Background: an optimization exercise with open tools, aiming at small area, a short achievable clock period and few clock cycles. Do not read the settings as production practice.
At most, simulation tests tie the RTL to the original design; equivalence was not proved.
Power and IR drop assume default switching activity.

==> flow/design.v <==
module Integrate(
input clock,
input reset,enter,
input [7:0]Nin,
input prog_we,
input [4:0]prog_addr,
input [7:0]prog_data,
output halt,
output [7:0]Nout,
output inwait
);
reg [7:0] mem [0:31];
reg [4:0] FA;       
reg [4:0] OA;       
reg [7:0] IR;       
reg       iok;      
reg [7:0] XI;       
reg       vX;       
reg [7:0] OPR;      
reg       tk;       
reg       df;       
reg       ok;       
reg       inr;      
reg       started;  
reg [7:0] A;
reg       Z;        
wire [2:0] xop = XI[7:5];
wire [4:0] xa  = XI[4:0];
reg       halt_r, inwait_r;
assign halt   = halt_r;
assign inwait = inwait_r;
assign Nout   = A;
wire stall  = vX & ((xop == 3'd7) | ((xop == 3'd4) & ~(enter & started)));
wire xstore = vX & (xop == 3'd1) & reset;
reg [7:0] An;
reg       Zn;
wire [7:0] axo = A ^ OPR;
wire [7:0] aor = A | OPR;
wire       sum0 = (axo == {aor[6:0], 1'b0});
function [4:0] inc5;
	input [4:0] x;
	inc5 = {x[4] ^ (&x[3:0]), x[3] ^ (&x[2:0]), x[2] ^ (&x[1:0]), x[1] ^ x[0], ~x[0]};
endfunction
wire       xas = vX & ((xop == 3'd2) | (xop == 3'd3));
wire       xin = vX & (xop == 3'd4);
reg        Sf, Zf;
always @* begin
	Sf = A[7];
	Zf = Z;
	if (vX)
		case (xop)
		3'd0: begin Sf = OPR[7]; Zf = (OPR == 8'd0); end
		3'd4: Sf = Nin[7];
		default: ;
		endcase
end
always @* begin
	An = A;
	Zn = Z;
	if (vX)
		case (xop)
		3'd0: begin An = OPR; Zn = (OPR == 8'd0); end
		3'd2: begin An = A + OPR; Zn = sum0; end
		3'd3: begin An = A - OPR; Zn = (A == OPR); end
		3'd4: if (enter & started) begin An = Nin; Zn = (Nin == 8'd0); end
		default: ;
		endcase
end
wire [7:0] Oi    = tk ? OPR : IR;
wire       vO    = tk | iok;
wire [7:0] opnd  = (xstore && xa == OA) ? A : mem[OA];
wire [7:0] fword = (xstore && xa == FA) ? A : mem[FA];
wire       hzn   = vO & (Oi[7:5] == 3'd1) & (Oi[4:0] == FA);
wire       tkn   = vO & ~xas & (((Oi[7:5] == 3'd5) & ~xin & Zf) | ((Oi[7:5] == 3'd6) & ~Sf));
wire       dfn   = vO & ((xas & ((Oi[7:5] == 3'd5) | (Oi[7:5] == 3'd6))) | (xin & (Oi[7:5] == 3'd5)));
wire       mis   = df & ((xop == 3'd5) ? Z : ~A[7]);
wire [4:0] OAn   = tkn ? opnd[4:0] : fword[4:0];
wire [4:0] FAn   = tkn ? inc5(Oi[4:0]) : (hzn ? FA : inc5(FA));
wire       wr0 = prog_we && prog_addr == 5'd0;
wire [7:0] w0 = wr0 ? prog_data : mem[0];
wire [7:0] w1 = (prog_we && prog_addr == 5'd1) ? prog_data : mem[1];
wire       cap = prog_we && inr && prog_addr == xa;
wire       ok_n = ~wr0 & (cap | (ok & inr));
wire [7:0] opr_p = cap ? prog_data : OPR;
wire       tk_p = ok_n & ((xop == 3'd5) | (xop == 3'd6));
wire       hz_p = ok_n & (xop == 3'd1) & (xa == 5'd1);
wire [4:0] waddr = prog_we ? prog_addr : xa;
wire [7:0] wdata = prog_we ? prog_data : A;
always @(posedge clock)
	if (prog_we | xstore)
		mem[waddr] <= wdata;
always @(posedge clock) begin
	inr <= ~reset;
	if (!reset) begin
		ok <= ok_n;
		OPR <= opr_p;
		XI <= w0;
		IR <= ok_n ? w1 : w0;
		vX <= ok_n;
		iok <= ~hz_p;
		tk <= tk_p;
		df <= 1'b0;
		FA <= tk_p ? inc5(xa) : (ok_n & ~hz_p) ? 5'd2 : 5'd1;
		OA <= tk_p ? opr_p[4:0] : ok_n ? w1[4:0] : w0[4:0];
	end else if (mis) begin
		vX <= 1'b0;
		df <= 1'b0;
		tk <= 1'b1;
		iok <= 1'b1;
		FA <= inc5(xa);
		OA <= OPR[4:0];
	end else if (!stall) begin
		IR <= fword;
		XI <= Oi;
		OPR <= opnd;
		vX <= vO;
		iok <= ~hzn;
		tk <= tkn;
		df <= dfn;
		FA <= FAn;
		OA <= OAn;
	end
end
always @(posedge clock, negedge reset) begin
	if (!reset) begin
		started <= 1'b0;
		halt_r <= 1'b0;
		inwait_r <= 1'b0;
		A <= 8'd0;
		Z <= 1'b1;
	end else begin
		started <= 1'b1;
		if (mis) begin
			halt_r <= 1'b0;
			inwait_r <= 1'b0;
		end else if (stall) begin
			halt_r <= vX & (xop == 3'd7);
			inwait_r <= vX & (xop == 3'd4);
		end else begin
			halt_r <= vO & (Oi[7:5] == 3'd7);
			inwait_r <= vO & (Oi[7:5] == 3'd4);
		end
		A <= An;
		Z <= Zn;
	end
end
endmodule
export LEC_CHECK = 0
export CAP_MARGIN = 20
export CORE_MARGIN = 2
export CORE_UTILIZATION = 40
export CTS_CLUSTER_DIAMETER = 100
export CTS_CLUSTER_SIZE = 26
export SETUP_SLACK_MARGIN = 2.4
export SLEW_MARGIN = 20
create_clock -name core_clock -period 5.0 [get_ports {clock}]
standard.sh (not shown) runs the stock make flow with config.mk's settings and CLKGATE_MAP_FILE= SYNTH_SCRIPT=/design/flow/synth_recipe.tcl, a recipe that flattens the netlist after the stock synthesis.
==> flow/flow/run.sh <==
#!/bin/bash
# The standard layout, with two resizer settings changed: gates may be resized
# to any drive strength (not only within one footprint), and the port buffers
# are plain buf_2 cells.  Each tool's output is in the ORFS logs under orfs/;
# make's own output goes to standard.log.
bash standard.sh MATCH_CELL_FOOTPRINT=0 "BUFFER_PORTS_ARGS=-buffer_cell sky130_fd_sc_hd__buf_2" finish > standard.log 2>&1
==> next run, changes <==
--- a/flow/design.v
+++ b/flow/design.v
@@ -40,19 +40,19 @@
 function [4:0] inc5;
 	input [4:0] x;
 	inc5 = {x[4] ^ (&x[3:0]), x[3] ^ (&x[2:0]), x[2] ^ (&x[1:0]), x[1] ^ x[0], ~x[0]};
 endfunction
 wire       xas = vX & ((xop == 3'd2) | (xop == 3'd3));
 wire       xin = vX & (xop == 3'd4);
-reg        Sf, Zf;
+wire       xld = vX & (xop == 3'd0);
+reg        Sf;
 always @* begin
 	Sf = A[7];
-	Zf = Z;
 	if (vX)
 		case (xop)
-		3'd0: begin Sf = OPR[7]; Zf = (OPR == 8'd0); end
+		3'd0: Sf = OPR[7];
 		3'd4: Sf = Nin[7];
 		default: ;
 		endcase
 end
 always @* begin
 	An = A;
@@ -65,63 +65,73 @@
 		3'd4: if (enter & started) begin An = Nin; Zn = (Nin == 8'd0); end
 		default: ;
 		endcase
 end
 wire [7:0] Oi    = tk ? OPR : IR;
 wire       vO    = tk | iok;
-wire [7:0] opnd  = (xstore && xa == OA) ? A : mem[OA];
-wire [7:0] fword = (xstore && xa == FA) ? A : mem[FA];
 wire       hzn   = vO & (Oi[7:5] == 3'd1) & (Oi[4:0] == FA);
-wire       tkn   = vO & ~xas & (((Oi[7:5] == 3'd5) & ~xin & Zf) | ((Oi[7:5] == 3'd6) & ~Sf));
-wire       dfn   = vO & ((xas & ((Oi[7:5] == 3'd5) | (Oi[7:5] == 3'd6))) | (xin & (Oi[7:5] == 3'd5)));
+wire       tkn   = vO & ~xas & (((Oi[7:5] == 3'd5) & ~xin & ~xld & Z) | ((Oi[7:5] == 3'd6) & ~Sf));
+wire       dfn   = vO & ((xas & ((Oi[7:5] == 3'd5) | (Oi[7:5] == 3'd6))) | ((xin | xld) & (Oi[7:5] == 3'd5)));
 wire       mis   = df & ((xop == 3'd5) ? Z : ~A[7]);
-wire [4:0] OAn   = tkn ? opnd[4:0] : fword[4:0];
 wire [4:0] FAn   = tkn ? inc5(Oi[4:0]) : (hzn ? FA : inc5(FA));
 wire       wr0 = prog_we && prog_addr == 5'd0;
 wire [7:0] w0 = wr0 ? prog_data : mem[0];
 wire [7:0] w1 = (prog_we && prog_addr == 5'd1) ? prog_data : mem[1];
 wire       cap = prog_we && inr && prog_addr == xa;
 wire       ok_n = ~wr0 & (cap | (ok & inr));
 wire [7:0] opr_p = cap ? prog_data : OPR;
 wire       tk_p = ok_n & ((xop == 3'd5) | (xop == 3'd6));
 wire       hz_p = ok_n & (xop == 3'd1) & (xa == 5'd1);
+wire [7:0] rdO   = mem[OA];
+wire [7:0] rdF   = mem[FA];
+wire       fwdO  = xstore && xa == OA;
+wire       fwdF  = xstore && xa == FA;
+wire       go    = reset & ~mis & ~stall;    
+wire       ld    = ~reset;                   
+wire       keep  = reset & ~go;              
+wire [7:0] IR_d  = (rdF & {8{go & ~fwdF}}) | (A & {8{go & fwdF}})
+                 | ((ok_n ? w1 : w0) & {8{ld}}) | (IR & {8{keep}});
+wire [7:0] OPR_d = (rdO & {8{go & ~fwdO}}) | (A & {8{go & fwdO}})
+                 | (opr_p & {8{ld}}) | (OPR & {8{keep}});
+wire [4:0] OA_p  = tk_p ? opr_p[4:0] : ok_n ? w1[4:0] : w0[4:0];
+wire       aO    = go & tkn & ~fwdO;
+wire       aF    = go & ~tkn & ~fwdF;
+wire       aA    = go & (tkn ? fwdO : fwdF);
+wire [4:0] OA_d  = (rdO[4:0] & {5{aO}}) | (rdF[4:0] & {5{aF}}) | (A[4:0] & {5{aA}})
+                 | (OA_p & {5{ld}}) | (OPR[4:0] & {5{reset & mis}}) | (OA & {5{reset & ~mis & stall}});
 wire [4:0] waddr = prog_we ? prog_addr : xa;
 wire [7:0] wdata = prog_we ? prog_data : A;
 always @(posedge clock)
 	if (prog_we | xstore)
 		mem[waddr] <= wdata;
 always @(posedge clock) begin
 	inr <= ~reset;
+	IR <= IR_d;
+	OPR <= OPR_d;
+	OA <= OA_d;
 	if (!reset) begin
 		ok <= ok_n;
-		OPR <= opr_p;
 		XI <= w0;
-		IR <= ok_n ? w1 : w0;
 		vX <= ok_n;
 		iok <= ~hz_p;
 		tk <= tk_p;
 		df <= 1'b0;
 		FA <= tk_p ? inc5(xa) : (ok_n & ~hz_p) ? 5'd2 : 5'd1;
-		OA <= tk_p ? opr_p[4:0] : ok_n ? w1[4:0] : w0[4:0];
 	end else if (mis) begin
 		vX <= 1'b0;
 		df <= 1'b0;
 		tk <= 1'b1;
 		iok <= 1'b1;
 		FA <= inc5(xa);
-		OA <= OPR[4:0];
 	end else if (!stall) begin
-		IR <= fword;
 		XI <= Oi;
-		OPR <= opnd;
 		vX <= vO;
 		iok <= ~hzn;
 		tk <= tkn;
 		df <= dfn;
 		FA <= FAn;
-		OA <= OAn;
 	end
 end
 always @(posedge clock, negedge reset) begin
 	if (!reset) begin
 		started <= 1'b0;
 		halt_r <= 1'b0;
Outcome: Sequential power went down by about 4%; core utilization went up by 0.11 points; sequential share of layout area went down by 0.65 points; count of clock-buffer cells in the layout went up by 1; worst setup slack is better by 120 ps; final area went down by 2.0%; cell count went down by about 1.5%; first-iteration DRC count went up by 4.5%; combinational power went down by about 8%; register-to-register slack is better by 140 ps.
Testbench counts after the change, summed over its fixed seeds: cycles 11,140.
Only the layout flow was run in the first run of this note; the RTL was not checked for function there.

[port drivers added, routing unchanged]
Ports are ideal in the flow. The routed layouts listed here were re-timed in OpenROAD.
Step 1: set_driving_cell puts a clkbuf_16 on clock and a buf_2 on each other input, an assumption about the parent block.
Step 2 moves the port delays by t, midway between the first and last clock arrival at a register: inputs arrive t later, outputs are due t later. That takes back most of the time a late clock gives input paths.
a / b / c = ideal ports / drivers / drivers and shift; a / b = the first two.
run | t, ns | setup slack, ns | worst slew at a driven data input, ns
the first run | 0.579 | 2.296 / 2.296 / 1.728 | 0.18
the second run | 0.591 | 2.416 / 2.383 / 1.791 | 0.12
After both steps every run listed still meets setup and hold. The setup slack of the second run, which loses most, moves by -0.033 ns with the drivers and by -0.625 ns with both steps.
